Background: an optimization exercise with open tools, aiming at small area, a short achievable clock period and few clock cycles per item. Do not read the settings as production practice.
Only simulation tests tie the RTL to the original design; equivalence was not proved.

File: config.mk
export PLATFORM = sky130hd
export DESIGN_NAME = ntt_core
export DESIGN_NICKNAME = ntt_core
export VERILOG_FILES = /design/flow/design.v
export SDC_FILE = /design/flow/constraint.sdc
export NUM_CORES = 4
export LEC_CHECK = 0
export CAP_MARGIN = 20
export CORE_MARGIN = 2
export CORE_UTILIZATION = 40
export PLACE_DENSITY = 0.6
export SLEW_MARGIN = 20
export TNS_END_PERCENT = 10
File: constraint.sdc
create_clock -name core_clock -period 10.0 [get_ports {clk}]
set_input_delay 2.0000 -clock core_clock [delete_from_list [all_inputs] [get_ports {clk}]]
set_output_delay 2.0000 -clock core_clock [all_outputs]
set_load 0.01 [all_outputs]
File: design.v
`timescale 1ns / 1ps
module mod_add #(
    parameter WIDTH = 23
)(
    input  wire [WIDTH-1:0] a,
    input  wire [WIDTH-1:0] b,
    input  wire [WIDTH-1:0] q,
    output wire [WIDTH-1:0] res
);
    wire [WIDTH+1:0] x = {2'b0, a};
    wire [WIDTH+1:0] y = {2'b0, b};
    wire [WIDTH+1:0] z = ~{2'b0, q};                     
    wire [WIDTH+1:0] cs = x ^ y ^ z;
    wire [WIDTH+1:0] cc = (x & y) | (x & z) | (y & z);
    wire [WIDTH+1:0] sum = x + y;
    wire [WIDTH+1:0] red = cs + {cc[WIDTH:0], 1'b1};     
    assign res = red[WIDTH+1] ? sum[WIDTH-1:0] : red[WIDTH-1:0];
endmodule
`timescale 1ns / 1ps
module mod_sub #(
    parameter WIDTH = 23
)(
    input  wire [WIDTH-1:0] a,
    input  wire [WIDTH-1:0] b,
    input  wire [WIDTH-1:0] q,
    output wire [WIDTH-1:0] res
);
    wire [WIDTH+1:0] x = {2'b0, a};
    wire [WIDTH+1:0] y = ~{2'b0, b};                     
    wire [WIDTH+1:0] z = {2'b0, q};
    wire [WIDTH+1:0] cs = x ^ y ^ z;
    wire [WIDTH+1:0] cc = (x & y) | (x & z) | (y & z);
    wire [WIDTH+1:0] dif = x - {2'b0, b};
    wire [WIDTH+1:0] cor = cs + {cc[WIDTH:0], 1'b1};     
    assign res = dif[WIDTH+1] ? cor[WIDTH-1:0] : dif[WIDTH-1:0];
endmodule
`timescale 1ns / 1ps
module g1_rom(
    input  wire        clk,
    input  wire [7:0]  k,
    output reg  [35:0] bd
);
    wire [22:0] z =
        k[7] ?
            k[6] ?
                k[5] ?
                    k[4] ?
                        (k[3] ? (k[2] ? (k[1] ? (k[0] ? 23'd822261 : 23'd5399788) : (k[0] ? 23'd6680880 : 23'd891563)) : (k[1] ? (k[0] ? 23'd4727692 : 23'd2913410) : (k[0] ? 23'd3477672 : 23'd7069894))) : (k[2] ? (k[1] ? (k[0] ? 23'd1417091 : 23'd7696111) : (k[0] ? 23'd8296669 : 23'd5974679)) : (k[1] ? (k[0] ? 23'd4038431 : 23'd572058) : (k[0] ? 23'd1321441 : 23'd2547668))))
                      :
                        (k[3] ? (k[2] ? (k[1] ? (k[0] ? 23'd598128 : 23'd621475) : (k[0] ? 23'd7543492 : 23'd5889224)) : (k[1] ? (k[0] ? 23'd6681876 : 23'd5528863) : (k[0] ? 23'd4979239 : 23'd3059983))) : (k[2] ? (k[1] ? (k[0] ? 23'd8152187 : 23'd412555) : (k[0] ? 23'd194510 : 23'd4341843)) : (k[1] ? (k[0] ? 23'd1048079 : 23'd3854033) : (k[0] ? 23'd3264115 : 23'd3202193))))
                  :
                    k[4] ?
                        (k[3] ? (k[2] ? (k[1] ? (k[0] ? 23'd7378455 : 23'd2497089) : (k[0] ? 23'd1672764 : 23'd5681279)) : (k[1] ? (k[0] ? 23'd2346511 : 23'd8252630) : (k[0] ? 23'd7922431 : 23'd5264279))) : (k[2] ? (k[1] ? (k[0] ? 23'd1454394 : 23'd5319963) : (k[0] ? 23'd5899061 : 23'd1706095)) : (k[1] ? (k[0] ? 23'd6039471 : 23'd1199658) : (k[0] ? 23'd1919807 : 23'd6936100))))
                      :
                        (k[3] ? (k[2] ? (k[1] ? (k[0] ? 23'd7865632 : 23'd4846089) : (k[0] ? 23'd8078519 : 23'd3743225)) : (k[1] ? (k[0] ? 23'd2762585 : 23'd127680) : (k[0] ? 23'd8178470 : 23'd3338013))) : (k[2] ? (k[1] ? (k[0] ? 23'd4998893 : 23'd397199) : (k[0] ? 23'd410718 : 23'd8301507)) : (k[1] ? (k[0] ? 23'd1355859 : 23'd2221075) : (k[0] ? 23'd5879857 : 23'd2829165))))
              :
                k[5] ?
                    k[4] ?
                        (k[3] ? (k[2] ? (k[1] ? (k[0] ? 23'd2385895 : 23'd6242666) : (k[0] ? 23'd5125748 : 23'd457423)) : (k[1] ? (k[0] ? 23'd3418119 : 23'd7359120) : (k[0] ? 23'd3750689 : 23'd5267893))) : (k[2] ? (k[1] ? (k[0] ? 23'd5661276 : 23'd2966326) : (k[0] ? 23'd3162675 : 23'd6132153)) : (k[1] ? (k[0] ? 23'd1826286 : 23'd6012205) : (k[0] ? 23'd5272939 : 23'd3790019))))
                      :
                        (k[3] ? (k[2] ? (k[1] ? (k[0] ? 23'd7237774 : 23'd7059465) : (k[0] ? 23'd2032069 : 23'd3739825)) : (k[1] ? (k[0] ? 23'd2343095 : 23'd7426014) : (k[0] ? 23'd1691161 : 23'd4637696))) : (k[2] ? (k[1] ? (k[0] ? 23'd3601357 : 23'd5126575) : (k[0] ? 23'd7408177 : 23'd4606122)) : (k[1] ? (k[0] ? 23'd7946505 : 23'd3121527) : (k[0] ? 23'd3994353 : 23'd3781677))))
                  :
                    k[4] ?
                        (k[3] ? (k[2] ? (k[1] ? (k[0] ? 23'd1007793 : 23'd1798979) : (k[0] ? 23'd4876639 : 23'd2137261)) : (k[1] ? (k[0] ? 23'd2003160 : 23'd6223809) : (k[0] ? 23'd4347790 : 23'd7838993))) : (k[2] ? (k[1] ? (k[0] ? 23'd4254660 : 23'd4124652) : (k[0] ? 23'd6118482 : 23'd2046968)) : (k[1] ? (k[0] ? 23'd2718688 : 23'd4617553) : (k[0] ? 23'd7958480 : 23'd6843584))))
                      :
                        (k[3] ? (k[2] ? (k[1] ? (k[0] ? 23'd550275 : 23'd2780222) : (k[0] ? 23'd4248338 : 23'd5754661)) : (k[1] ? (k[0] ? 23'd2674846 : 23'd4449683) : (k[0] ? 23'd1985283 : 23'd4370778))) : (k[2] ? (k[1] ? (k[0] ? 23'd7816947 : 23'd1582918) : (k[0] ? 23'd86223 : 23'd2317728)) : (k[1] ? (k[0] ? 23'd138401 : 23'd4914925) : (k[0] ? 23'd2723744 : 23'd5978406))))
          :
            k[6] ?
                k[5] ?
                    k[4] ?
                        (k[3] ? (k[2] ? (k[1] ? (k[0] ? 23'd645852 : 23'd6949313) : (k[0] ? 23'd1629220 : 23'd5722904)) : (k[1] ? (k[0] ? 23'd8344869 : 23'd3075597) : (k[0] ? 23'd4710889 : 23'd7777312))) : (k[2] ? (k[1] ? (k[0] ? 23'd1803100 : 23'd4110938) : (k[0] ? 23'd4713638 : 23'd5969615)) : (k[1] ? (k[0] ? 23'd160064 : 23'd5211196) : (k[0] ? 23'd8242533 : 23'd6613043))))
                      :
                        (k[3] ? (k[2] ? (k[1] ? (k[0] ? 23'd8246901 : 23'd5746653) : (k[0] ? 23'd539732 : 23'd2427131)) : (k[1] ? (k[0] ? 23'd1041205 : 23'd3014941) : (k[0] ? 23'd6318032 : 23'd876598))) : (k[2] ? (k[1] ? (k[0] ? 23'd2724820 : 23'd3078951) : (k[0] ? 23'd5268348 : 23'd4190295)) : (k[1] ? (k[0] ? 23'd1970211 : 23'd8004947) : (k[0] ? 23'd4452614 : 23'd369934))))
                  :
                    k[4] ?
                        (k[3] ? (k[2] ? (k[1] ? (k[0] ? 23'd6773559 : 23'd2573395) : (k[0] ? 23'd722827 : 23'd572134)) : (k[1] ? (k[0] ? 23'd144757 : 23'd7414660) : (k[0] ? 23'd3876817 : 23'd6251266))) : (k[2] ? (k[1] ? (k[0] ? 23'd8228267 : 23'd6595502) : (k[0] ? 23'd7145603 : 23'd1516428)) : (k[1] ? (k[0] ? 23'd5783208 : 23'd7468004) : (k[0] ? 23'd6201552 : 23'd4426025))))
                      :
                        (k[3] ? (k[2] ? (k[1] ? (k[0] ? 23'd884120 : 23'd4706889) : (k[0] ? 23'd5526218 : 23'd6279082)) : (k[1] ? (k[0] ? 23'd4351935 : 23'd6506489) : (k[0] ? 23'd2328044 : 23'd2272696))) : (k[2] ? (k[1] ? (k[0] ? 23'd1126296 : 23'd937227) : (k[0] ? 23'd301413 : 23'd6855356)) : (k[1] ? (k[0] ? 23'd7965277 : 23'd794849) : (k[0] ? 23'd6265959 : 23'd4624468))))
              :
                k[5] ?
                    k[4] ?
                        (k[3] ? (k[2] ? (k[1] ? (k[0] ? 23'd3448184 : 23'd2819343) : (k[0] ? 23'd7589759 : 23'd3346691)) : (k[1] ? (k[0] ? 23'd7029453 : 23'd2260648) : (k[0] ? 23'd1670574 : 23'd1441970))) : (k[2] ? (k[1] ? (k[0] ? 23'd1905914 : 23'd6871435) : (k[0] ? 23'd7999772 : 23'd7356083)) : (k[1] ? (k[0] ? 23'd2725992 : 23'd7896224) : (k[0] ? 23'd4874454 : 23'd7378650))))
                      :
                        (k[3] ? (k[2] ? (k[1] ? (k[0] ? 23'd2666931 : 23'd5831596) : (k[0] ? 23'd7119494 : 23'd6914)) : (k[1] ? (k[0] ? 23'd7310896 : 23'd5932198) : (k[0] ? 23'd6344840 : 23'd2005723))) : (k[2] ? (k[1] ? (k[0] ? 23'd5523664 : 23'd715236) : (k[0] ? 23'd7653209 : 23'd4137859)) : (k[1] ? (k[0] ? 23'd5162816 : 23'd5030987) : (k[0] ? 23'd7856828 : 23'd6699798))))
                  :
                    k[4] ?
                        (k[3] ? (k[2] ? (k[1] ? (k[0] ? 23'd966259 : 23'd8371882) : (k[0] ? 23'd7823867 : 23'd7516345)) : (k[1] ? (k[0] ? 23'd5886079 : 23'd4334787) : (k[0] ? 23'd4591870 : 23'd683319))) : (k[2] ? (k[1] ? (k[0] ? 23'd2172826 : 23'd2493053) : (k[0] ? 23'd5759350 : 23'd1832143)) : (k[1] ? (k[0] ? 23'd1971164 : 23'd1503747) : (k[0] ? 23'd6549201 : 23'd6945356))))
                      :
                        (k[3] ? (k[2] ? (k[1] ? (k[0] ? 23'd3557091 : 23'd7191630) : (k[0] ? 23'd4037262 : 23'd6471454)) : (k[1] ? (k[0] ? 23'd6297595 : 23'd5548051) : (k[0] ? 23'd3490981 : 23'd7680160))) : (k[2] ? (k[1] ? (k[0] ? 23'd7792080 : 23'd3533777) : (k[0] ? 23'd3795857 : 23'd7267856)) : (k[1] ? (k[0] ? 23'd4140091 : 23'd4152377) : (k[0] ? 23'd4337571 : 23'd8191))));
    wire [24:0] bx = {1'b0, z, 1'b0};
    integer i;
    reg [35:0] enc;
    always @(*) begin
        for (i = 0; i < 12; i = i + 1) begin
            enc[i]    = bx[2*i+1] ^ bx[2*i];
            enc[12+i] = (bx[2*i+2] & ~bx[2*i+1] & ~bx[2*i]) | (~bx[2*i+2] & bx[2*i+1] & bx[2*i]);
            enc[24+i] = bx[2*i+2];
        end
    end
    always @(posedge clk) bd <= enc;
endmodule
`timescale 1ns / 1ps
module mont_mul (
    input  wire        clk,
    input  wire [22:0] a,
    input  wire [35:0] bd,       
    output reg  [22:0] res
);
    localparam [23:0] Q = 24'd8380417;
    localparam [45:0] K = 46'h2AAAAB000000;
    wire [45:0] row [0:12];
    wire [11:0] neg;
    genvar i;
    generate
        for (i = 0; i < 12; i = i + 1) begin : g_pp
            wire one = bd[i];
            wire two = bd[12+i];
            wire [23:0] mag = ({24{one}} & {1'b0, a}) | ({24{two}} & {a, 1'b0});
            wire [23:0] y = mag ^ {24{neg[i]}};
            wire [24:0] r = {~neg[i], y};
            assign neg[i] = bd[24+i];
            if (i == 0) begin : g_r0
                assign row[i] = {21'd0, r};
            end else begin : g_ri
                wire [46+2*i:0] sh = {21'd0, r, 1'b0, neg[i-1], {(2*i-2){1'b0}}};
                assign row[i] = sh[45:0];
            end
        end
    endgenerate
    assign row[12] = K | ({45'd0, neg[11]} << 22);
    function [91:0] csa(input [45:0] x, input [45:0] y, input [45:0] z);
        reg [45:0] s, c;
        begin
            s = x ^ y ^ z;
            c = (x & y) | (x & z) | (y & z);
            csa = {s, c[44:0], 1'b0};
        end
    endfunction
    wire [91:0] l1a = csa(row[0], row[1], row[2]);
    wire [91:0] l1b = csa(row[3], row[4], row[5]);
    wire [91:0] l1c = csa(row[6], row[7], row[8]);
    wire [91:0] l1d = csa(row[9], row[10], row[11]);
    wire [91:0] l2a = csa(l1a[91:46], l1a[45:0], l1b[91:46]);
    wire [91:0] l2b = csa(l1b[45:0], l1c[91:46], l1c[45:0]);
    wire [91:0] l2c = csa(l1d[91:46], l1d[45:0], row[12]);
    wire [91:0] l3a = csa(l2a[91:46], l2a[45:0], l2b[91:46]);
    wire [91:0] l3b = csa(l2b[45:0], l2c[91:46], l2c[45:0]);
    wire [91:0] l4a = csa(l3a[91:46], l3a[45:0], l3b[91:46]);
    wire [91:0] l5a = csa(l4a[91:46], l4a[45:0], l3b[45:0]);
    reg [45:0] ps, pc;
    always @(posedge clk) begin
        ps <= l5a[91:46];
        pc <= l5a[45:0];
    end
    wire [45:0] p   = ps + pc;
    wire [22:0] lo  = p[22:0];
    wire [10:0] shc = {1'b0, lo[22:13]} + {1'b0, lo[9:0]};
    reg [22:0] hi_r, s_r;
    reg        e_r;
    always @(posedge clk) begin
        hi_r <= p[45:23];
        s_r  <= {shc[9:0], lo[12:0]};
        e_r  <= shc[10] & (lo[9:0] != 10'd0);
    end
    function [49:0] csa25(input [24:0] x, input [24:0] y, input [24:0] z);
        reg [24:0] c;
        begin
            c = (x & y) | (x & z) | (y & z);
            csa25 = {x ^ y ^ z, c[23:0], 1'b0};
        end
    endfunction
    wire [49:0] u1 = csa25({2'd0, hi_r}, {12'd0, s_r[22:10]}, ~{2'd0, s_r});
    wire [24:0] uc = {u1[24:1], e_r};
    wire [49:0] v1 = csa25(u1[49:25], uc, {2'd0, Q[22:0]});
    wire [25:0] u  = {u1[49:25], 1'b1} + {uc, 1'b1};
    wire [25:0] v  = {v1[49:25], 1'b1} + {v1[24:0], 1'b1};
    always @(posedge clk) res <= u[25] ? v[23:1] : u[23:1];
endmodule
`timescale 1ns / 1ps
module ntt_core #(
    parameter WIDTH = 24
)(
    input  wire          clk,
    input  wire          rst_n,
    input  wire          start,
    output reg           done,
    output reg  [7:0]    ram_addr_a,
    output reg           ram_we_a,
    output wire [WIDTH-1:0] ram_wdata_a,
    input  wire [WIDTH-1:0] ram_rdata_a,
    output reg  [7:0]    ram_addr_b,
    output reg           ram_we_b,
    output wire [WIDTH-1:0] ram_wdata_b,
    input  wire [WIDTH-1:0] ram_rdata_b
);
    localparam [22:0] Q = 23'd8380417;
    localparam [10:0] LAST    = 11'd1035;    
    localparam [1:0] S_IDLE = 2'd0, S_RUN = 2'd1, S_DONE = 2'd2;
    reg [1:0]  state;
    function [7:0] arr(input [7:0] G, input [1:0] t);
        reg [5:0] n;
        begin
            n = G[5:0];
            case (G[7:6])
                2'd0: arr = {t, n};
                2'd1: arr = {n[5], n[4], t, n[3], n[0], n[2], n[1]};
                2'd2: arr = {n[5], n[4], n[3], n[0], t, n[2], n[1]};
                default: arr = {n[5], n[0], n[4], n[3], n[2], n[1], t};
            endcase
        end
    endfunction
    function [7:0] maddr(input [2:0] s, input [7:0] j);
        begin
            case (s)
                3'd0: maddr = j;
                3'd1: maddr = {j[6], j[0], j[5], j[4], j[3], j[2], j[1], j[7]};
                3'd2: maddr = {j[6], j[0], j[4], j[2], j[3], j[5], j[1], j[7]};
                3'd3: maddr = {j[6], j[0], j[2], j[3], j[4], j[5], j[1], j[7]};
                default: maddr = {j[0], j[1], j[2], j[3], j[4], j[5], j[6], j[7]};
            endcase
        end
    endfunction
    function [7:0] zk1(input [7:0] G);
        reg [7:0] j;
        begin
            j = arr(G, 2'd0);
            case (G[7:6])
                2'd0: zk1 = 8'd1;
                2'd1: zk1 = {5'd0, 1'b1, j[7:6]};
                2'd2: zk1 = {3'd0, 1'b1, j[7:4]};
                default: zk1 = {1'b0, 1'b1, j[7:2]};
            endcase
        end
    endfunction
    reg  [10:0] cx;
    reg  [8:0]  kq0, kq1, kq2, kq3;
    wire        run   = (state == S_RUN);
    wire [1:0]  xph   = run ? cx[1:0] : 2'd1;
    wire [8:0]  xg    = !run ? 9'd0 : (xph == 2'd1) ? kq0 : (xph == 2'd0) ? kq1 : kq3;
    wire [1:0]  tA    = {xph[0], 1'b0};
    wire [1:0]  tB    = {xph[0], 1'b1};
    wire        r4_wr = xph[1] && !kq3[8];
    reg  [7:0]  jA, jB;
    reg  [2:0]  js;
    reg         jwe;
    always @(posedge clk or negedge rst_n) begin
        if (!rst_n) begin
            jwe        <= 1'b0;
            ram_addr_a <= 8'd0;
            ram_addr_b <= 8'd0;
            ram_we_a   <= 1'b0;
            ram_we_b   <= 1'b0;
        end else begin
            jwe        <= run && r4_wr;
            ram_addr_a <= maddr(js, jA);
            ram_addr_b <= maddr(js, jB);
            ram_we_a   <= jwe && run;
            ram_we_b   <= jwe && run;
        end
    end
    always @(posedge clk) begin
        jA <= arr(xg[7:0], tA);
        jB <= arr(xg[7:0], tB);
        js <= xph[1] ? {1'b0, kq3[7:6]} + 3'd1 : {1'b0, xg[7:6]};    
    end
    always @(posedge clk or negedge rst_n) begin
        if (!rst_n) begin
            state <= S_IDLE;
            cx    <= 11'd2;
            kq0   <= 9'd0;
            kq1   <= 9'h1FF;
            kq2   <= 9'h1FE;
            kq3   <= 9'h1FD;
            done  <= 1'b0;
        end else begin
            case (state)
                S_IDLE: begin
                    done <= 1'b0;
                    cx   <= 11'd2;
                    kq0  <= 9'd0;
                    kq1  <= 9'h1FF;
                    kq2  <= 9'h1FE;
                    kq3  <= 9'h1FD;
                    if (start) state <= S_RUN;
                end
                S_RUN: begin
                    cx <= cx + 11'd1;
                    if (cx[1:0] == 2'd3) begin
                        kq0 <= kq0 + 9'd1;
                        kq1 <= kq1 + 9'd1;
                        kq2 <= kq2 + 9'd1;
                        kq3 <= kq3 + 9'd1;
                    end
                    if (cx == LAST + 11'd2) begin
                        state <= S_DONE;
                        done  <= 1'b1;
                    end
                end
                default: begin
                    cx   <= 11'd2;
                    kq0  <= 9'd0;
                    kq1  <= 9'h1FF;
                    kq2  <= 9'h1FE;
                    kq3  <= 9'h1FD;
                    if (!start) begin
                        state <= S_IDLE;
                        done  <= 1'b0;
                    end
                end
            endcase
        end
    end
    wire [7:0]  z1k  = zk1(xph[1] ? kq2[7:0] : kq1[7:0]);
    reg  [7:0]  zidx;
    always @(posedge clk) zidx <= xph[1] ? {z1k[6:0], xph[0]} : z1k;
    wire [35:0] zbd;
    g1_rom u_rom (.clk(clk), .k(zidx), .bd(zbd));
    reg [3:0] ph;
    always @(posedge clk or negedge rst_n) begin
        if (!rst_n)
            ph <= 4'b0001;
        else if (state != S_RUN)
            ph <= 4'b0001;
        else
            ph <= {ph[2:0], ph[3]};
    end
    reg [22:0] rA, rB, dB;
    reg [22:0] H3, H0a, H2a, H2b;
    reg [22:0] mop, bu;
    reg [22:0] wdA, wdB;
    assign ram_wdata_a = {1'b0, wdA};
    assign ram_wdata_b = {1'b0, wdB};
    always @(posedge clk) begin
        if (ph[1] || ph[2]) begin
            rA <= ram_rdata_a[22:0];
            rB <= ram_rdata_b[22:0];
        end
        if (ph[2]) dB <= rB;
        if (ph[1]) H3 <= wdB;
        if (ph[0]) begin
            H0a <= wdA;
            H2a <= wdB;
            H2b <= H2a;
        end
    end
    always @(posedge clk) begin
        mop <= ({23{ph[3]}} & rA) | ({23{ph[0]}} & rB) |
               ({23{ph[1]}} & wdA) | ({23{ph[2]}} & H3);
        bu  <= ({23{ph[3]}} & dB) | ({23{ph[0]}} & H0a) |
               ({23{ph[1]}} & H2b) | ({23{ph[2]}} & rA);
    end
    wire [22:0] mp;
    mont_mul u_mul (.clk(clk), .a(mop), .bd(zbd), .res(mp));
    wire [22:0] bsum, bdif;
    mod_add #(.WIDTH(23)) u_add (.a(bu), .b(mp), .q(Q), .res(bsum));
    mod_sub #(.WIDTH(23)) u_sub (.a(bu), .b(mp), .q(Q), .res(bdif));
    always @(posedge clk) begin
        wdA <= bsum;
        wdB <= bdif;
    end
endmodule
File: flow/run.sh
#!/bin/bash
# The standard layout (the standard.sh: standard synthesis, floorplan, place,
# CTS, route, finish), with the repair steps aiming at a setup slack margin of
# 6.5 ns instead of 0, so that they also work on paths shorter than the clock
# period. The constraints (constraint.sdc) are unchanged.
set -euo pipefail
bash standard.sh SETUP_SLACK_MARGIN=6.5 finish > standard.log 2>&1
File: standard.sh
#!/bin/bash
# synth_recipe.tcl (not shown) runs the flow's synth.tcl, then flattens the netlist and writes it again
# the make line also repeats each setting of config.mk as NAME=value (left out here)
make -C /OpenROAD-flow-scripts/flow DESIGN_CONFIG=/design/flow/config.mk WORK_HOME=/design/flow/orfs CLKGATE_MAP_FILE= SYNTH_SCRIPT=/design/flow/synth_recipe.tcl "${@:-finish}"
==> impl_metrics.toml, run 1 <==
[drt]
wirelength_um = 168000
avgViaCountPerCell = 5.97
drt_iter0_markers = 4374
ant_nets = 0
drt_first_pass_iters = 6
post_drt_wl_per_cell_um = 25.2
drc = 0
vias = 39800

[placed_design]
portBuffers = 113
globalplace.congestion = 1.04
dp.cells = 6438
dp_hpwl_um = 114000
place_ws_ps = 5080

[hold_path]
hp-class = "flip-flop to flip-flop"

[logic_synthesis]
yosysTopAreaCell = "dfxtp_1"
synth_cell_types = 96
yosysWarnings = 3
avgSynthCellArea_um2 = 9.02
synthesis.instances = 5081
yosysSeqAreaShare_pct = 27.8
synth.top_cell.area_share_pct = 13.4
synthArstFlopShare_pct = 12.9
ys_seq_elements = 536
ys.flop_type = "dfxtp_1"
syn_area_mm2 = 0.0458
synth_edf_count = 161
yosys-top-cells-area = "dfxtp_1 13%, fa_1 12%, edfxtp_1 11%"

[timing]
maxSlewViolCount = 0
skew_ps = 32.3
min_period_ps = 4100
finalSetupTns_ps = 0
setup-violations-final = 0
rsz0062_at_grt = "true"
maxSlewHeadroom_pct = 23.7
finalCritPeriodShare_pct = 41.0
fin_ws_ps = 5900
worst_pin_slew_ps = 1130
finalHoldViolCount = 0
fmax_ghz = 0.244

[global_routing]
gr-usage-met1_pct = 36.6
grt_pass1_wl_um = 243000
grt_max_degree = 88
grt_util_met2_pct = 41.6
antenna_found_initial = 9
grt_util_met3_pct = 5.23
track_usage_pct = 27.2
grt-busiest-layer = "met2"
grt_pass1_vias = 38000
grt_overflow_total = 0

[final_layout]
syn_to_final_growth_pct = 16.2
instances_no_fill = 6657
layout.nets = 5789
final_util_pct = 46.7
final_cell_mix = "497 x inv_1, 352 x nand2_1, 341 x ha_1"
drive_above_1_share_pct = 13.0
layout_commonest_cell = "inv_1"

[clocking]
cts_buffers = 58
clk_latency_ps = 660
htree_levels = 2
cts_buffer_depth = 3
hold_buffers = 0
cts_sinks = 536
root_buffer = "clkbuf_16"
clkTransAtPathRegs_ps = 60
cts_tree = "yes"

[die]
fp.coreArea_mm2 = 0.114
ios = 118
start_util_pct = 40.2
fp.dieArea_mm2 = 0.117
die_h_um = 342
die_width_um = 342
rows = 124

[critical_path]
worstPathRequired_ps = 10530
arrival_ps = 4630
rr_endpoint = "u_mul.res[2]"
crit_path_max_fanout = 5
reg2reg_from = "u_mul.s_r[10]"
r2r_setup_slack_ps = 5900
cp-endpoint = "u_mul.res[2]"
r2r_cells = 17
critPathLaunch = "u_mul.s_r[10]"
crit_path_end_kind = "flip-flop"
path_class = "flip-flop to flip-flop"
critPathLaunchType = "flip-flop"

[job]
maxCapViolCount = 0

[outcome]
status = "no timing/DRC/antenna violations"
==> per-stage QoR <==
step           hold slack [ps]  area, um^2
2_1_floorplan              355       46000
3_3_place_gp               370       48100
3_5_place_dp               367       48100
4_1_cts                    372       51600
5_1_grt                    366       53200
6_report                   365       53300
==> metal layers <==
layer | vias to the layer above | routed length (um) | share of wire, %
met1 | 19300 | 68100 | 41
met2 | 2124 | 73800 | 44
li1 | 17800 | - | -
met3 | 528 | 15400 | 9.2
met4 | 8 | 10700 | 6.4
met5 | - | 50 | 0.030
==> worst min path at each step <==
stage	start	to	slack, ps	cells past startpoint
4_1_cts	u_mul.ps[3]	u_mul.s_r[3]	370	0
3_5_place_dp	u_mul.ps[0]	u_mul.s_r[0]	370	0
2_1_floorplan	u_mul.ps[0]	u_mul.s_r[0]	360	0
6_report	u_mul.ps[3]	u_mul.s_r[3]	370	0
5_1_grt	u_mul.ps[3]	u_mul.s_r[3]	370	0
3_3_place_gp	u_mul.ps[0]	u_mul.s_r[0]	370	0
==> logic make-up after synthesis <==
logic type                 synth area share (%)
AOI/OAI and AO/OA                          21.1
muxes                                      2.93
adders and majority gates                  22.0
DFF                                        27.8
buffers and inverters                      7.55
xor gates and xnor gates                   8.62
and+or+nand+nor                            9.98
other                                   0.00818
==> sequential cells by signal, indices dropped and copies added, names as in the netlist, 23 cells and up <==
signal and count:
mop 23, wdB 23, u_rom.bd 35, rB 23
H3 23, wdA 23, H0a 23, u_mul.res 23
u_mul.hi_r 23, bu 23, u_mul.s_r 23, u_mul.pc 40
H2b 23, dB 23, rA 23, H2a 23
u_mul.ps 46
==> final cells by class <==
class	count	area, um^2
tap	1512	1890
inverter	525	2000
sequential	536	12900
fill	10800	60800
clock buffer	68	1550
antenna	1	2.50
timing repair buffer	305	3530
clock inverter	42	542
multi-input combinational	3668	30800
==> worst max-delay path, stage by stage, from the launching register on <==
cell and delay (ps):
dfxtp_4 350, fa_1 520, inv_2 50, ha_4 160
fa_2 340, and3b_2 290, nor4_4 60, o31a_1 330
o31a_1 350, o211ai_2 190, a211oi_2 110, o21bai_2 160
a21oi_2 100, o31ai_4 180, buf_6 170, buf_6 120
buf_16 140, mux2i_4 350
==> timing repair <==
action | 4_1_cts | 5_1_grt
endpoints found under the setup margin | 244 | 239
buffers inserted | 40 | 48
resized for setup | 205 | 262
pin swaps | 32 | 65
cloned | 8 | 12
==> Yosys cell counts (19+ instances only) <==
cell and count:
a21o_1 48, buf_1 41, nor2b_1 32, and2_1 22
nor2_1 281, o211ai_1 64, dfrtp_1 44, dfxtp_1 306
nand2_1 358, xor2_1 113, o22ai_1 26, o21a_1 19
nand2b_1 57, dfstp_2 25, ha_1 373, a211oi_1 72
mux4_2 26, and3_1 20, o31ai_1 32, a31oi_1 39
edfxtp_1 161, a21oi_1 296, a22oi_1 357, clkbuf_1 234
inv_1 519, mux2i_1 62, or3_1 25, fa_1 271
nand3_1 62, o21ai_0 306, o311ai_0 27, xnor2_1 338
buf_2 67, nor3_1 77
Testbench counts, summed over its fixed seeds: cycles 24,912, transforms 24.
==> run 2: changes to the inputs <==
--- a/config.mk
+++ b/config.mk
@@ -12,2 +12,2 @@
 export SLEW_MARGIN = 20
-export TNS_END_PERCENT = 10
+export TNS_END_PERCENT = 3
==> run 2 against run 1 <==
Compared with the run above:
- sequential share of layout area rose by 0.41 points
- critical path type unchanged
==> impl_metrics.toml, run 2 <==
[critical_path]
path_delay_family = "compound AO/OA/AOI/OAI gates"
cp_slowest_cell = "nor2_1"
crit_path_max_fanout = 14
worstPathRequired_ps = 10530
arrival_ps = 4680
cp.depth = 14
critPathLaunch = "zidx[0]"
cp-endpoint = "u_rom.bd[2]"
rr_endpoint = "u_rom.bd[2]"
r2r_setup_slack_ps = 5850
critPathLaunchType = "flip-flop"
crit_path_cell_trace = "buf_12 > inv_1 > buf_4 > ha_1 > buf_6 > inv_1 > nor2_1 > a21oi_1 > o21ai_0 > a211oi_1 > a211oi_1 > a31oi_1 > or2_1 > and2_1"
cp_slowest_stage_delay_ps = 770
path_class = "flip-flop to flip-flop"
crit_path_end_kind = "flip-flop"
reg2reg_from = "zidx[0]"
cp_num_buf_inv = 5
r2r_cells = 14

[final_layout]
fillerInstances = 11000
syn_to_final_growth_pct = 13.4
regArea_mm2 = 0.0128
drive_above_1_share_pct = 11.2
final_cell_mix = "502 x inv_1, 357 x a22oi_1, 354 x nand2_1"
largest_register_ffs = 46
fin_area_mm2 = 0.0520
multi_input_area_mm2 = 0.0307
layout.nets = 5755
layout_commonest_cell = "inv_1"
max_flop_register = "u_mul.ps"
largestRegisters = "u_mul.ps: 46 flops, u_mul.pc: 40 flops, u_rom.bd: 35 flops"

[logic_synthesis]
yosysMostFrequentCell = "inv_1"
yosysTopAreaCell = "dfxtp_1"
ys_seq_elements = 536
syn_area_mm2 = 0.0458
yosysWarnings = 3
synth_edf_count = 161
yosys-top-cells-area = "dfxtp_1 13%, fa_1 12%, edfxtp_1 11%"
synth.top_cell.area_share_pct = 13.4
synth_top_cells_by_count = "519 x inv_1, 373 x ha_1, 358 x nand2_1"
synth_cell_types = 96
synthArstFlopShare_pct = 12.9
yosysSeqAreaShare_pct = 27.8
ys.flop_type = "dfxtp_1"
avgSynthCellArea_um2 = 9.02
synthesis.instances = 5081

[timing]
min_period_ps = 4150
finalSetupTns_ps = 0
finalCritPeriodShare_pct = 41.5
fmax_ghz = 0.241
maxSlewHeadroom_pct = 25.4
rsz0062_at_grt = "true"
setup-violations-final = 0
finalHoldViolCount = 0
worst_pin_slew_ps = 1120
skew_ps = 52.0
maxSlewViolCount = 0

[job]
maxCapViolCount = 0

[die]
die_h_um = 342
ios = 118
die_width_um = 342
start_util_pct = 40.2
fp.dieArea_mm2 = 0.117
fp.coreArea_mm2 = 0.114
rows = 124

[drt]
wirelength_um = 163000
avgViaCountPerCell = 5.87
drt_iter0_markers = 4180
post_drt_wl_per_cell_um = 24.5
drt_first_pass_iters = 6
vias = 38900
ant_nets = 0
drc = 0

[hold_path]
hp-class = "flip-flop to flip-flop"

[placed_design]
dp_hpwl_um = 113000
place_area_mm2 = 0.0481
globalplace.congestion = 1.01
portBuffers = 113

[clocking]
cts_buffer_depth = 3
clkTransAtPathRegs_ps = 60
htree_levels = 2
cts_tree = "yes"
cts_buffers = 60
clk_latency_ps = 690
cts_sinks = 536
root_buffer = "clkbuf_16"

[global_routing]
grt_overflow_total = 0
track_usage_pct = 27.0
grt_pass1_vias = 37500
antenna_found_initial = 6
grt_pass1_wl_um = 241000
grt_max_degree = 161

[outcome]
status = "no timing/DRC/antenna violations"
==> run 2: cell counts after synthesis <==
No cell type changed its count.
==> run 2: what timing repair did <==
item                       4_1_cts  5_1_grt
setup endpoints to repair      243      247
hold buffers                     0        0
pin swaps                       35       37
resized for setup              187      118
setup buffers                   33       35
cloned                           5        1
==> run 2: logic make-up after synthesis <==
group | synth area share [%]
AND/OR/NAND/NOR | 9.98
AO/OA/AOI/OAI | 21.1
adder cells (fa/ha/maj) | 22.0
buffers and inverters | 7.55
other | 0.00818
flip-flops | 27.8
multiplexers | 2.93
XOR/XNOR | 8.62
==> run 2: metrics by stage <==
| step | utilization, % | hold slack [ps] | std cells | worst slack, ps |
|---|---|---|---|---|
| 3_3_place_gp | 42.2 | 374 | 6436 | 4840 |
| 5_1_grt | 45.6 | 386 | 6624 | 5820 |
| 6_report | 45.6 | 380 | 6628 | 5850 |
| 3_5_place_dp | 42.2 | 371 | 6436 | 4920 |
| 2_1_floorplan | - | 355 | 5082 | 6360 |
| 4_1_cts | 44.9 | 380 | 6588 | 5900 |
==> run 2: layout make-up <==
class	instances	area share, %
antenna	4	0.0193
clock buffer	79	3.20
clock inverter	35	0.672
inverter	525	3.86
multi-input combinational	3667	59.0
sequential	536	24.7
tap	1512	3.64
timing repair buffer	270	4.92
==> run 2: worst min-delay path by stage <==
stage,start,endpoint,slack (ps),depth (start not counted)
after floorplan,u_mul.ps[0],u_mul.s_r[0],360,0
after global placement,u_mul.ps[0],u_mul.s_r[0],370,0
after detailed placement,u_mul.ps[0],u_mul.s_r[0],370,0
after CTS,u_mul.ps[0],u_mul.s_r[0],380,0
after global routing,u_mul.ps[0],u_mul.s_r[0],390,0
final,u_mul.ps[0],u_mul.s_r[0],380,0
==> run 2: worst reg2reg max path, cell delays in order, from the launching register on <==
cell	delay, ps
dfxtp_4	380
buf_12	170
inv_1	60
buf_4	210
ha_1	320
buf_6	250
inv_1	150
nor2_1	770
a21oi_1	90
o21ai_0	520
a211oi_1	160
a211oi_1	370
a31oi_1	150
or2_1	300
and2_1	130
==> run 2: layer usage <==
layer / up-vias / global-route usage [%] / routed length [um]
met3: 422 / 4.19 / 13500
met1: 18800 / 36.5 / 68000
met2: 1919 / 42.1 / 72500
li1: 17700 / - / -
met4: 2 / 13.1 / 8580
met5: - / 0 / 13
==> run 3: changes to the inputs <==
--- a/design.v
+++ b/design.v
@@ -235,3 +235,6 @@
     reg  [10:0] cx;
-    reg  [8:0]  kq0, kq1, kq2, kq3;
+    reg  [8:0]  kq0;
+    wire [8:0]  kq1   = kq0 - 9'd1;
+    wire [8:0]  kq2   = kq0 - 9'd2;
+    wire [8:0]  kq3   = kq0 - 9'd3;
     wire        run   = (state == S_RUN);
@@ -248,4 +251,2 @@
             jwe        <= 1'b0;
-            ram_addr_a <= 8'd0;
-            ram_addr_b <= 8'd0;
             ram_we_a   <= 1'b0;
@@ -254,4 +255,2 @@
             jwe        <= run && r4_wr;
-            ram_addr_a <= maddr(js, jA);
-            ram_addr_b <= maddr(js, jB);
             ram_we_a   <= jwe && run;
@@ -261,2 +260,4 @@
     always @(posedge clk) begin
+        ram_addr_a <= maddr(js, jA);
+        ram_addr_b <= maddr(js, jB);
         jA <= arr(xg[7:0], tA);
@@ -270,5 +271,2 @@
             kq0   <= 9'd0;
-            kq1   <= 9'h1FF;
-            kq2   <= 9'h1FE;
-            kq3   <= 9'h1FD;
             done  <= 1'b0;
@@ -280,5 +278,2 @@
                     kq0  <= 9'd0;
-                    kq1  <= 9'h1FF;
-                    kq2  <= 9'h1FE;
-                    kq3  <= 9'h1FD;
                     if (start) state <= S_RUN;
@@ -289,5 +284,2 @@
                         kq0 <= kq0 + 9'd1;
-                        kq1 <= kq1 + 9'd1;
-                        kq2 <= kq2 + 9'd1;
-                        kq3 <= kq3 + 9'd1;
                     end
@@ -301,5 +293,2 @@
                     kq0  <= 9'd0;
-                    kq1  <= 9'h1FF;
-                    kq2  <= 9'h1FE;
-                    kq3  <= 9'h1FD;
                     if (!start) begin
@@ -333,8 +322,6 @@
     always @(posedge clk) begin
-        if (ph[1] || ph[2]) begin
-            rA <= ram_rdata_a[22:0];
-            rB <= ram_rdata_b[22:0];
-        end
-        if (ph[2]) dB <= rB;
-        if (ph[1]) H3 <= wdB;
+        rA <= ram_rdata_a[22:0];
+        rB <= ram_rdata_b[22:0];
+        dB <= rB;
+        H3 <= wdB;
         if (ph[0]) begin
@@ -346,3 +333,3 @@
     always @(posedge clk) begin
-        mop <= ({23{ph[3]}} & rA) | ({23{ph[0]}} & rB) |
+        mop <= ({23{ph[3]}} & rA) | ({23{ph[0]}} & dB) |
                ({23{ph[1]}} & wdA) | ({23{ph[2]}} & H3);
--- a/config.mk
+++ b/config.mk
@@ -12,2 +12,2 @@
 export SLEW_MARGIN = 20
-export TNS_END_PERCENT = 3
+export TNS_END_PERCENT = 10
==> run 3 against run 2 <==
Compared with the run above:
- utilization grew 1.8 points
- design area grew 0.56%
- highest routed layer unchanged
- critical endpoint is now ram_wdata_a[5]
- still clean
- critical path type is now flip-flop to output pin
==> impl_metrics.toml, run 3 <==
[logic_synthesis]
ys.flop_type = "dfxtp_1"
synth_edf_count = 69
synthesis.instances = 5029
yosysWarnings = 3
synth.top_cell.area_share_pct = 18.7
yosysMostFrequentCell = "inv_1"
yosysTopAreaCell = "dfxtp_1"
synth_cell_types = 100
synthArstFlopShare_pct = 5.66
avgSynthCellArea_um2 = 8.81
syn_area_mm2 = 0.0443
synth_top_cells_by_count = "509 x inv_1, 414 x dfxtp_1, 375 x ha_1"
yosys-top-cells-area = "dfxtp_1 19%, fa_1 12%, ha_1 11%"
ys_seq_elements = 512
yosysSeqAreaShare_pct = 25.0

[final_layout]
layout.nets = 5760
n_antenna_cell = 0
largest_register_ffs = 46
drive_above_1_share_pct = 14.5
final_util_pct = 47.4
final_cell_mix = "487 x inv_1, 346 x dfxtp_1, 344 x a22oi_1"
fillerInstances = 10500
layout_commonest_cell = "inv_1"
max_flop_register = "u_mul.ps"
fin_area_mm2 = 0.0523
multi_input_area_mm2 = 0.0313
syn_to_final_growth_pct = 18.0
largestRegisters = "u_mul.ps: 46 flops, u_mul.pc: 40 flops, u_rom.bd: 35 flops"
regArea_mm2 = 0.0113

[clocking]
clkTransAtPathRegs_ps = 70
hold_buffers = 0
cts_buffers = 54
root_buffer = "clkbuf_16"
cts_sinks = 512
clk_latency_ps = 640
htree_levels = 2
cts_tree = "yes"
cts_buffer_depth = 3

[drt]
post_drt_wl_per_cell_um = 25.1
wirelength_um = 166000
avgViaCountPerCell = 6.00
ant_nets = 0
vias = 39600
drt_iter0_markers = 5114
drt_first_pass_iters = 8
drc = 0

[critical_path]
crit_path_max_fanout = 3
cp_slowest_stage_delay_ps = 600
worstPathRequired_ps = 8000
crit_path_cell_trace = "clkdlybuf4s50_1"
crit_path_end_kind = "output pin"
path_delay_family = "buffers and inverters"
r2r_cells = 11
cp_num_buf_inv = 1
reg2reg_from = "mop[11]"
critPathLaunchType = "flip-flop"
arrival_ps = 1710
r2r_setup_slack_ps = 6310
cp_slowest_cell = "clkdlybuf4s50_1"
rr_endpoint = "u_mul.ps[23]"
path_class = "flip-flop to output pin"

[outcome]
status = "no timing/DRC/antenna violations"

[global_routing]
grt_overflow_total = 0
track_usage_pct = 27.0
grt_pass1_wl_um = 235000
grt_pass1_vias = 37600
grt_max_degree = 97
antenna_found_initial = 9

[hold_path]
hp-class = "flip-flop to flip-flop"
whs_path_depth = 0
worstHoldStart = "rB[16]"
hold_path_end = "dB[16]"

[die]
rows = 122
start_util_pct = 40.2
fp.dieArea_mm2 = 0.113
fp.coreArea_mm2 = 0.110
die_h_um = 337
ios = 118
die_width_um = 337

[placed_design]
dp_hpwl_um = 108000
place_area_mm2 = 0.0464
globalplace.congestion = 1.05
portBuffers = 113

[timing]
rsz0062_at_grt = "true"
finalHoldViolCount = 0
maxSlewViolCount = 0
setup-violations-final = 0
finalSetupTns_ps = 0
worst_pin_slew_ps = 893
skew_ps = 26.0
fmax_ghz = 0.269
maxSlewHeadroom_pct = 40.0
min_period_ps = 3710
finalCritPeriodShare_pct = 37.1

[job]
maxCapViolCount = 0
[run 3: changes by cell type after synthesis, moves of 26 or more]
cell and delta:
dfxtp_1 +108, edfxtp_1 -92, o21ai_0 -79, nand2_1 -36, buf_2 +33, a21oi_1 -26
[run 3: cells by family (layout without fill, tap and decap cells)]
kind of cell | Yosys count | after routing | synth area share, %
AO/OA/AOI/OAI | 1412 | 1412 | 21.6
XOR/XNOR | 460 | 460 | 9.10
adder cells (fa/ha/maj) | 647 | 647 | 22.9
buffers and inverters | 888 | 965 | 7.96
flip-flops | 512 | 512 | 25.0
multiplexers | 93 | 93 | 2.84
other | 1 | 2 | 0.00847
AND/OR/NAND/NOR | 1016 | 1016 | 10.6
[run 3: how the worst max path moves through the flow]
stage	start	end	slack (ps)	depth (start not counted)
after floorplan	mop[7]	u_mul.ps[23]	6380	11
after global placement	zidx[0]	u_rom.bd[17]	5400	10
after detailed placement	u_mul.s_r[12]	u_mul.res[5]	5380	13
after CTS	u_mul.res[8]	wdA[3]	6260	14
after global routing	u_rom.bd[18]	u_mul.ps[19]	6220	9
final	wdA[5]	ram_wdata_a[5]	6290	1
[run 3: final cells by class]
type	instances	share of cell area, %
Clock buffer	74	2.94
Clock inverter	26	0.610
Inverter	516	3.78
Multi-Input combinational cell	3630	59.9
Sequential cell	512	21.6
Tap cell	1488	3.56
Timing Repair Buffer	349	7.62
[run 3: routing by layer]
| layer | vias up | global-route usage, % | part of all wire, % |
|---|---|---|---|
| met1 | 19100 | 36.1 | 40 |
| met2 | 2306 | 40.9 | 43 |
| met5 | - | 0 | 0.024 |
| li1 | 17600 | - | - |
| met4 | 6 | 13.5 | 6.2 |
| met3 | 588 | 6.30 | 10 |
[run 3: through the flow]
step	setup WS [ps]	cells	hold WS (ps)
after floorplan	6380	5030	310
after global placement	5400	6337	311
after detailed placement	5380	6337	312
after CTS	6260	6474	326
after global routing	6220	6595	335
final	6290	6595	325
[run 3: timing repair]
| item | 4_1_cts | 5_1_grt |
|---|---|---|
| gates resized for setup | 264 | 325 |
| pin swaps | 32 | 88 |
| buffers inserted | 31 | 104 |
| endpoints found under the hold margin | 0 | 0 |
| cloned | 6 | 17 |
| setup endpoints to repair | 226 | 220 |
Testbench counts of run 3, summed over its fixed seeds: cycles 24,912, transforms 24.
==> run 4: changes to the inputs <==
--- a/config.mk
+++ b/config.mk
@@ -9,4 +9,5 @@
 export CORE_MARGIN = 2
-export CORE_UTILIZATION = 40
-export PLACE_DENSITY = 0.6
+export CORE_UTILIZATION = 55
+export CTS_BUF_LIST = sky130_fd_sc_hd__clkbuf_8
+export PLACE_DENSITY = 0.7
 export SLEW_MARGIN = 20
==> run 4 against run 3 <==
Compared with the run above:
- maximum frequency shrank 1.4%
- sequential share of layout area up 0.49 points
- wire length decreased by 4.2%
- die area shrank 27%
- non-clock buffer count shrank 47
==> impl_metrics.toml, run 4 <==
[outcome]
status = "no timing/DRC/antenna violations"

[clocking]
root_buffer = "clkbuf_8"
cts_sinks = 512
cts_buffers = 87
cts_tree = "yes"
htree_levels = 3
hold_buffers = 0
clkTransAtPathRegs_ps = 60
cts_buffer_depth = 3
clk_latency_ps = 710

[placed_design]
place_ws_ps = 5470
place_area_mm2 = 0.0458
portBuffers = 113
dp_hpwl_um = 106000
globalplace.congestion = 1.08

[critical_path]
cp_slowest_stage_delay_ps = 550
critPathLaunchType = "flip-flop"
path_delay_family = "adder cells"
worstPathRequired_ps = 10540
cp_num_buf_inv = 3
path_class = "flip-flop to flip-flop"
cp_slowest_cell = "fa_1"
arrival_ps = 4310
crit_path_max_fanout = 5
crit_path_end_kind = "flip-flop"
crit_path_cell_trace = "fa_1 > inv_2 > ha_4 > fa_2 > nand3b_1 > nor4b_4 > o31a_1 > o21ai_2 > a2bb2oi_4 > o2bb2ai_4 > o31ai_4 > buf_6 > buf_12 > mux2i_4"

[global_routing]
grt_max_degree = 164
grt_overflow_total = 0
track_usage_pct = 36.8
antenna_found_initial = 5
grt_pass1_wl_um = 233000
grt_pass1_vias = 38200

[logic_synthesis]
yosysTopAreaCell = "dfxtp_1"
ys.flop_type = "dfxtp_1"
synth.top_cell.area_share_pct = 18.7
synthArstFlopShare_pct = 5.66
yosysMostFrequentCell = "inv_1"
synth_top_cells_by_count = "509 x inv_1, 414 x dfxtp_1, 375 x ha_1"
synthesis.instances = 5029
yosys-top-cells-area = "dfxtp_1 19%, fa_1 12%, ha_1 11%"
synth_edf_count = 69
synth_cell_types = 100
avgSynthCellArea_um2 = 8.81
yosysSeqAreaShare_pct = 25.0
yosysWarnings = 3
syn_area_mm2 = 0.0443
ys_seq_elements = 512

[timing]
setup-violations-final = 0
worst_pin_slew_ps = 1070
finalHoldViolCount = 0
finalSetupTns_ps = 0
finalCritPeriodShare_pct = 37.7
rsz0062_at_grt = "true"
skew_ps = 56.0
fin_ws_ps = 6230
fmax_ghz = 0.265
maxSlewHeadroom_pct = 28.0
min_period_ps = 3770
maxSlewViolCount = 0

[drt]
met3_length_um = 18300
wirelength_um = 159000
vias = 39400
drt_iter0_markers = 5067
post_drt_wl_per_cell_um = 25.6
ant_nets = 0
met2_length_um = 67400
drt_first_pass_iters = 9
wl_met1_um = 61400
drc = 0
dr.max_layer_used = "met5"
avgViaCountPerCell = 6.37

[final_layout]
final_util_pct = 63.7
syn_to_final_growth_pct = 15.2
layout_commonest_cell = "inv_1"
final_cell_mix = "521 x inv_1, 350 x dfxtp_1, 341 x xnor2_1"
layout.nets = 5748
fin_area_mm2 = 0.0511
fillerInstances = 6589
largest_register_ffs = 46
max_flop_register = "u_mul.ps"
largestRegisters = "u_mul.ps: 46 flops, u_mul.pc: 40 flops, u_rom.bd: 35 flops"
drive_above_1_share_pct = 13.4

[die]
die_h_um = 288
die_width_um = 288
fp.dieArea_mm2 = 0.0828
fp.coreArea_mm2 = 0.0802
start_util_pct = 55.3
rows = 104
ios = 118

[hold_path]
hp-class = "flip-flop to flip-flop"

[job]
maxCapViolCount = 0
## run 4: worst paths after layout
kind                                 to          start  slack (ps)  depth (start not counted)
max                        u_mul.res[1]  u_mul.hi_r[0]        6230                         14
min                              dB[19]         rB[19]         310                          0
max reg2reg                u_mul.res[1]  u_mul.hi_r[0]        6230                         14
min reg2reg                      dB[19]         rB[19]         310                          0
max in group asynchronous         cx[1]          rst_n        7970                          2
min in group asynchronous        kq0[1]          rst_n        1690                          2
## run 4: kinds of logic after synthesis
family / Yosys count / synth area share (%)
AOI/OAI and AO/OA: 1412 / 21.6
xor gates and xnor gates: 460 / 9.10
adders and majority gates: 647 / 22.9
buffers and inverters: 888 / 7.96
DFF: 512 / 25.0
muxes: 93 / 2.84
other: 1 / 0.00847
and+or+nand+nor: 1016 / 10.6
## run 4: final cells by class
| cell class | count | area (um^2) | area share [%] |
|---|---|---|---|
| Timing Repair Buffer | 302 | 3530 | 6.92 |
| Clock buffer | 101 | 1390 | 2.72 |
| Inverter | 516 | 1960 | 3.85 |
| Antenna cell | 3 | 7.51 | 0.0147 |
| Timing Repair inverter | 2 | 15.0 | 0.0294 |
| Sequential cell | 512 | 11300 | 22.1 |
| Clock inverter | 61 | 559 | 1.10 |
| Multi-Input combinational cell | 3630 | 31000 | 60.7 |
| Tap cell | 1060 | 1330 | 2.60 |
## run 4: routing by layer
layer / up-vias / GRT usage (%)
met5: - / 0
met4: 4 / 21.5
met3: 639 / 11.3
met2: 2422 / 55.1
met1: 18800 / 46.9
li1: 17500 / -
## run 4: repair_timing
action / in CTS / in global routing
setup endpoints to repair: 226 / 214
buffers inserted: 59 / 34
resized for setup: 350 / 144
pin swaps: 71 / 63
gates cloned: 17 / 5
## run 4: worst register-to-register path: stages (launching register included)
cell and delay, ps:
dfxtp_2 320, fa_1 550, inv_2 50, ha_4 160, fa_2 390, nand3b_1 210
nor4b_4 170, o31a_1 340, o21ai_2 260, a2bb2oi_4 110, o2bb2ai_4 150, o31ai_4 180
buf_6 190, buf_12 150, mux2i_4 370
## run 4: through the flow
stage	hold WS (ps)	cells
finish	305	6187
global route	315	6185
CTS	297	6145
detailed placement	312	5907
global placement	311	5907
floorplan	310	5030
==> run 5: changes to the inputs <==
--- a/design.v
+++ b/design.v
@@ -40,3 +40,3 @@
     input  wire [7:0]  k,
-    output reg  [35:0] bd
+    output reg  [39:0] bd
 );
@@ -91,8 +91,12 @@
     integer i;
-    reg [35:0] enc;
+    reg [39:0] enc;
+    reg [2:0]  y;
     always @(*) begin
-        for (i = 0; i < 12; i = i + 1) begin
-            enc[i]    = bx[2*i+1] ^ bx[2*i];
-            enc[12+i] = (bx[2*i+2] & ~bx[2*i+1] & ~bx[2*i]) | (~bx[2*i+2] & bx[2*i+1] & bx[2*i]);
-            enc[24+i] = bx[2*i+2];
+        for (i = 0; i < 8; i = i + 1) begin
+            y = {bx[3*i+2], bx[3*i+1], bx[3*i]} ^ {3{bx[3*i+3]}};
+            enc[i]    = ~y[2] & (y[1] ^ y[0]);
+            enc[8+i]  = (~y[2] & y[1] & y[0]) | (y[2] & ~y[1] & ~y[0]);
+            enc[16+i] = y[2] & (y[1] ^ y[0]);
+            enc[24+i] = y[2] & y[1] & y[0];
+            enc[32+i] = bx[3*i+3];
         end
@@ -105,3 +109,4 @@
     input  wire [22:0] a,
-    input  wire [35:0] bd,       
+    input  wire [24:0] a3,       
+    input  wire [39:0] bd,       
     output reg  [22:0] res
@@ -109,18 +114,18 @@
     localparam [23:0] Q = 24'd8380417;
-    localparam [45:0] K = 46'h2AAAAB000000;
-    wire [45:0] row [0:12];
-    wire [11:0] neg;
+    localparam [45:0] K = 46'h36DB6E000000;
+    wire [45:0] row [0:8];
+    wire [7:0]  neg = bd[39:32];
     genvar i;
     generate
-        for (i = 0; i < 12; i = i + 1) begin : g_pp
-            wire one = bd[i];
-            wire two = bd[12+i];
-            wire [23:0] mag = ({24{one}} & {1'b0, a}) | ({24{two}} & {a, 1'b0});
-            wire [23:0] y = mag ^ {24{neg[i]}};
-            wire [24:0] r = {~neg[i], y};
-            assign neg[i] = bd[24+i];
+        for (i = 0; i < 8; i = i + 1) begin : g_pp
+            wire [24:0] mag = ({25{bd[i]}}    & {2'b0, a})       |
+                              ({25{bd[8+i]}}  & {1'b0, a, 1'b0}) |
+                              ({25{bd[16+i]}} & a3)              |
+                              ({25{bd[24+i]}} & {a, 2'b0});
+            wire [24:0] y = mag ^ {25{neg[i]}};
+            wire [25:0] r = {~neg[i], y};
             if (i == 0) begin : g_r0
-                assign row[i] = {21'd0, r};
+                assign row[i] = {20'd0, r};
             end else begin : g_ri
-                wire [46+2*i:0] sh = {21'd0, r, 1'b0, neg[i-1], {(2*i-2){1'b0}}};
+                wire [46+3*i:0] sh = {20'd0, r, 2'b0, neg[i-1], {(3*i-3){1'b0}}};
                 assign row[i] = sh[45:0];
@@ -129,3 +134,3 @@
     endgenerate
-    assign row[12] = K | ({45'd0, neg[11]} << 22);
+    assign row[8] = K | ({45'd0, neg[7]} << 21);
     function [91:0] csa(input [45:0] x, input [45:0] y, input [45:0] z);
@@ -141,14 +146,10 @@
     wire [91:0] l1c = csa(row[6], row[7], row[8]);
-    wire [91:0] l1d = csa(row[9], row[10], row[11]);
     wire [91:0] l2a = csa(l1a[91:46], l1a[45:0], l1b[91:46]);
     wire [91:0] l2b = csa(l1b[45:0], l1c[91:46], l1c[45:0]);
-    wire [91:0] l2c = csa(l1d[91:46], l1d[45:0], row[12]);
     wire [91:0] l3a = csa(l2a[91:46], l2a[45:0], l2b[91:46]);
-    wire [91:0] l3b = csa(l2b[45:0], l2c[91:46], l2c[45:0]);
-    wire [91:0] l4a = csa(l3a[91:46], l3a[45:0], l3b[91:46]);
-    wire [91:0] l5a = csa(l4a[91:46], l4a[45:0], l3b[45:0]);
+    wire [91:0] l4a = csa(l3a[91:46], l3a[45:0], l2b[45:0]);
     reg [45:0] ps, pc;
     always @(posedge clk) begin
-        ps <= l5a[91:46];
-        pc <= l5a[45:0];
+        ps <= l4a[91:46];
+        pc <= l4a[45:0];
     end
@@ -304,3 +305,3 @@
     always @(posedge clk) zidx <= xph[1] ? {z1k[6:0], xph[0]} : z1k;
-    wire [35:0] zbd;
+    wire [39:0] zbd;
     g1_rom u_rom (.clk(clk), .k(zidx), .bd(zbd));
@@ -318,2 +319,3 @@
     reg [22:0] mop, bu;
+    reg [24:0] mop3;
     reg [22:0] wdA, wdB;
@@ -332,5 +334,7 @@
     end
+    wire [22:0] mopn = ({23{ph[3]}} & rA) | ({23{ph[0]}} & dB) |
+                       ({23{ph[1]}} & wdA) | ({23{ph[2]}} & H3);
     always @(posedge clk) begin
-        mop <= ({23{ph[3]}} & rA) | ({23{ph[0]}} & dB) |
-               ({23{ph[1]}} & wdA) | ({23{ph[2]}} & H3);
+        mop  <= mopn;
+        mop3 <= {2'b0, mopn} + {1'b0, mopn, 1'b0};
         bu  <= ({23{ph[3]}} & dB) | ({23{ph[0]}} & H0a) |
@@ -339,3 +343,3 @@
     wire [22:0] mp;
-    mont_mul u_mul (.clk(clk), .a(mop), .bd(zbd), .res(mp));
+    mont_mul u_mul (.clk(clk), .a(mop), .a3(mop3), .bd(zbd), .res(mp));
     wire [22:0] bsum, bdif;
--- a/config.mk
+++ b/config.mk
@@ -9,5 +9,4 @@
 export CORE_MARGIN = 2
-export CORE_UTILIZATION = 55
-export CTS_BUF_LIST = sky130_fd_sc_hd__clkbuf_8
-export PLACE_DENSITY = 0.7
+export CORE_UTILIZATION = 40
+export PLACE_DENSITY = 0.6
 export SLEW_MARGIN = 20
==> run 5 against run 4 <==
Compared with the run above:
- worst setup slack lost 42 ps
- register-to-register slack lost 40 ps
- via count grew 2.2%
- critical path depth grew 1
- critical path type unchanged
- largest cell class unchanged
==> impl_metrics.toml, run 5 <==
[outcome]
status = "no timing/DRC/antenna violations"

[critical_path]
crit_path_max_fanout = 3
cp_num_buf_inv = 2
path_class = "flip-flop to flip-flop"
critPathLaunchType = "flip-flop"
worstPathRequired_ps = 10530
path_delay_family = "compound AO/OA/AOI/OAI gates"
arrival_ps = 4340
crit_path_cell_trace = "inv_2 > fa_1 > inv_1 > ha_4 > fa_2 > and3_4 > o2111ai_1 > a21o_1 > a31o_4 > a21oi_4 > a41oi_2 > a21oi_2 > xor2_2 > mux2_4 > a21o_4"
crit_path_end_kind = "flip-flop"
cp_slowest_stage_delay_ps = 550
cp_slowest_cell = "fa_2"

[final_layout]
largestRegisters = "u_mul.ps: 46 flops, u_mul.pc: 40 flops, u_rom.bd: 39 flops"
max_flop_register = "u_mul.ps"
layout_commonest_cell = "dfxtp_1"
syn_to_final_growth_pct = 16.5
largest_register_ffs = 46
instances_no_fill = 6499
final_util_pct = 46.9
final_cell_mix = "410 x dfxtp_1, 402 x inv_1, 347 x nand2_1"
layout.nets = 5648
drive_above_1_share_pct = 13.8

[timing]
finalSetupTns_ps = 0
skew_ps = 49.3
maxSlewViolCount = 0
rsz0062_at_grt = "true"
finalCritPeriodShare_pct = 38.1
fin_ws_ps = 6190
min_period_ps = 3810
fmax_ghz = 0.262
worst_pin_slew_ps = 1110
maxSlewHeadroom_pct = 25.6
finalHoldViolCount = 0
setup-violations-final = 0

[logic_synthesis]
synth_edf_count = 69
ys.flop_type = "dfxtp_1"
yosysWarnings = 3
synth-xor-area-share_pct = 8.17
avgSynthCellArea_um2 = 8.65
synth-adder-area-share_pct = 19.1
synthMuxAreaShare_pct = 2.69
synth_compound_area_share_pct = 24.9
synthArstFlopShare_pct = 5.37
synth_cell_types = 93
yosys.area_share.simple_pct = 11.1
yosysSeqAreaShare_pct = 26.6
syn_area_mm2 = 0.0439
yosysTopAreaCell = "dfxtp_1"
yosys-top-cells-area = "dfxtp_1 20%, ha_1 11%, fa_1 8.2%"
synth_top_cells_by_count = "442 x dfxtp_1, 424 x inv_1, 381 x ha_1"
synth_top_family_by_area = "compound AO/OA/AOI/OAI gates"
synthesis.instances = 5067
ys_seq_elements = 540
synth.top_cell.area_share_pct = 20.2
yosysMostFrequentCell = "dfxtp_1"

[drt]
ant_nets = 0
vias = 40300
wirelength_um = 169000
drc = 0
drt_iter0_markers = 5277
drt_first_pass_iters = 9
avgViaCountPerCell = 6.20
post_drt_wl_per_cell_um = 26.0

[global_routing]
grt_overflow_total = 0
grt_max_degree = 90
antenna_found_initial = 7
grt_pass1_vias = 37900
track_usage_pct = 28.7
grt_pass1_wl_um = 246000

[die]
die_width_um = 335
rows = 121
ios = 118
start_util_pct = 40.3
die_h_um = 335
fp.dieArea_mm2 = 0.112
fp.coreArea_mm2 = 0.109

[clocking]
cts_tree = "yes"
root_buffer = "clkbuf_16"
cts_sinks = 540
hold_buffers = 0
clkTransAtPathRegs_ps = 60
cts_buffer_depth = 3
clk_latency_ps = 660
htree_levels = 2
cts_buffers = 57

[job]
maxCapViolCount = 0

[placed_design]
dp_hpwl_um = 117000
place_ws_ps = 5130
dp.cells = 6274
globalplace.congestion = 1.04
portBuffers = 113

[hold_path]
hp-class = "flip-flop to flip-flop"
[run 5: what timing repair did]
| action | CTS | global route |
|---|---|---|
| setup buffers | 63 | 35 |
| pin swaps | 43 | 66 |
| gates cloned | 8 | 11 |
| gates resized for setup | 316 | 170 |
| setup endpoints to repair | 243 | 228 |
[run 5: routing by layer]
layer | up-vias | share of wire, % | global-route usage (%) | routed length [um]
met3 | 506 | 10 | 5.99 | 17600
met2 | 2315 | 42 | 42.9 | 71600
met5 | - | 0.036 | 0 | 60
li1 | 18000 | - | - | -
met4 | 10 | 5.4 | 13.4 | 9030
met1 | 19400 | 42 | 39.4 | 70500
[run 5: through the flow]
stage	instance area (um^2)	hold slack, ps
5_1_grt	51100	329
3_3_place_gp	45900	312
6_report	51100	327
3_5_place_dp	45900	312
2_1_floorplan	44000	310
4_1_cts	49800	327
[run 5: layout make-up]
cell class                      count  area, um^2
Sequential cell                   540       11700
Inverter                          435        1670
Fill cell                       10400       57800
Clock buffer                       71        1550
Tap cell                         1414        1770
Multi-Input combinational cell   3697       30700
Timing Repair Buffer              305        3220
Clock inverter                     36         489
Antenna cell                        1        2.50
[run 5: worst paths after layout]
path / start / endpoint / slack [ps] / depth (start not counted)
min in group asynchronous: rst_n / kq0[7] / 1790 / 2
worst min-delay path: rB[10] / dB[10] / 330 / 0
max in group asynchronous: rst_n / ph[0] / 7880 / 2
worst max register to register: u_mul.s_r[18] / u_mul.res[22] / 6190 / 15
worst min register to register: rB[10] / dB[10] / 330 / 0
worst max-delay path: u_mul.s_r[18] / u_mul.res[22] / 6190 / 15
[run 5: cell families after synthesis]
family	Yosys count
and+or+nand+nor	1081
AOI/OAI and AO/OA	1569
xor gates and xnor gates	409
adders and majority gates	561
DFF	540
buffers and inverters	835
other	1
muxes	71
Testbench counts of run 5, summed over its fixed seeds: cycles 24,912, transforms 24.

-- what the ideal ports hide --
The flow's constraints put no driver on any port. The routed layouts listed below were extracted and timed again, unchanged, in two steps.
Step 1 (the two cells are an assumption about what drives the block):
set clk [get_ports {clk}]
set_driving_cell -lib_cell sky130_fd_sc_hd__clkbuf_16 $clk
set_driving_cell -lib_cell sky130_fd_sc_hd__buf_2 [delete_from_list [all_inputs] $clk]
Step 2 also shifts input and output timing later by t, the mid clock arrival at the registers, as if the neighbouring blocks saw the same clock.
Slacks: ideal ports / drivers / drivers and shift; pairs: ideal ports / drivers.
| run | t (ns) | setup WS [ns] | worst setup path at the end | clock arrival spread, ns |
|---|---|---|---|---|
| run 1 | 0.715 | 5.903 / 5.904 / 5.904 | register to register | 0.037 / 0.036 |
| run 2 | 0.745 | 5.846 / 5.846 / 5.846 | register to register | 0.055 / 0.054 |
| run 3 | 0.708 | 6.286 / 6.207 / 6.306 | register to register | 0.028 / 0.027 |
| run 4 | 0.746 | 6.232 / 6.189 / 6.232 | register to register | 0.056 / 0.056 |
| run 5 | 0.707 | 6.190 / 6.190 / 6.190 | register to register | 0.058 / 0.058 |
After both steps setup and hold are still met in every run listed.
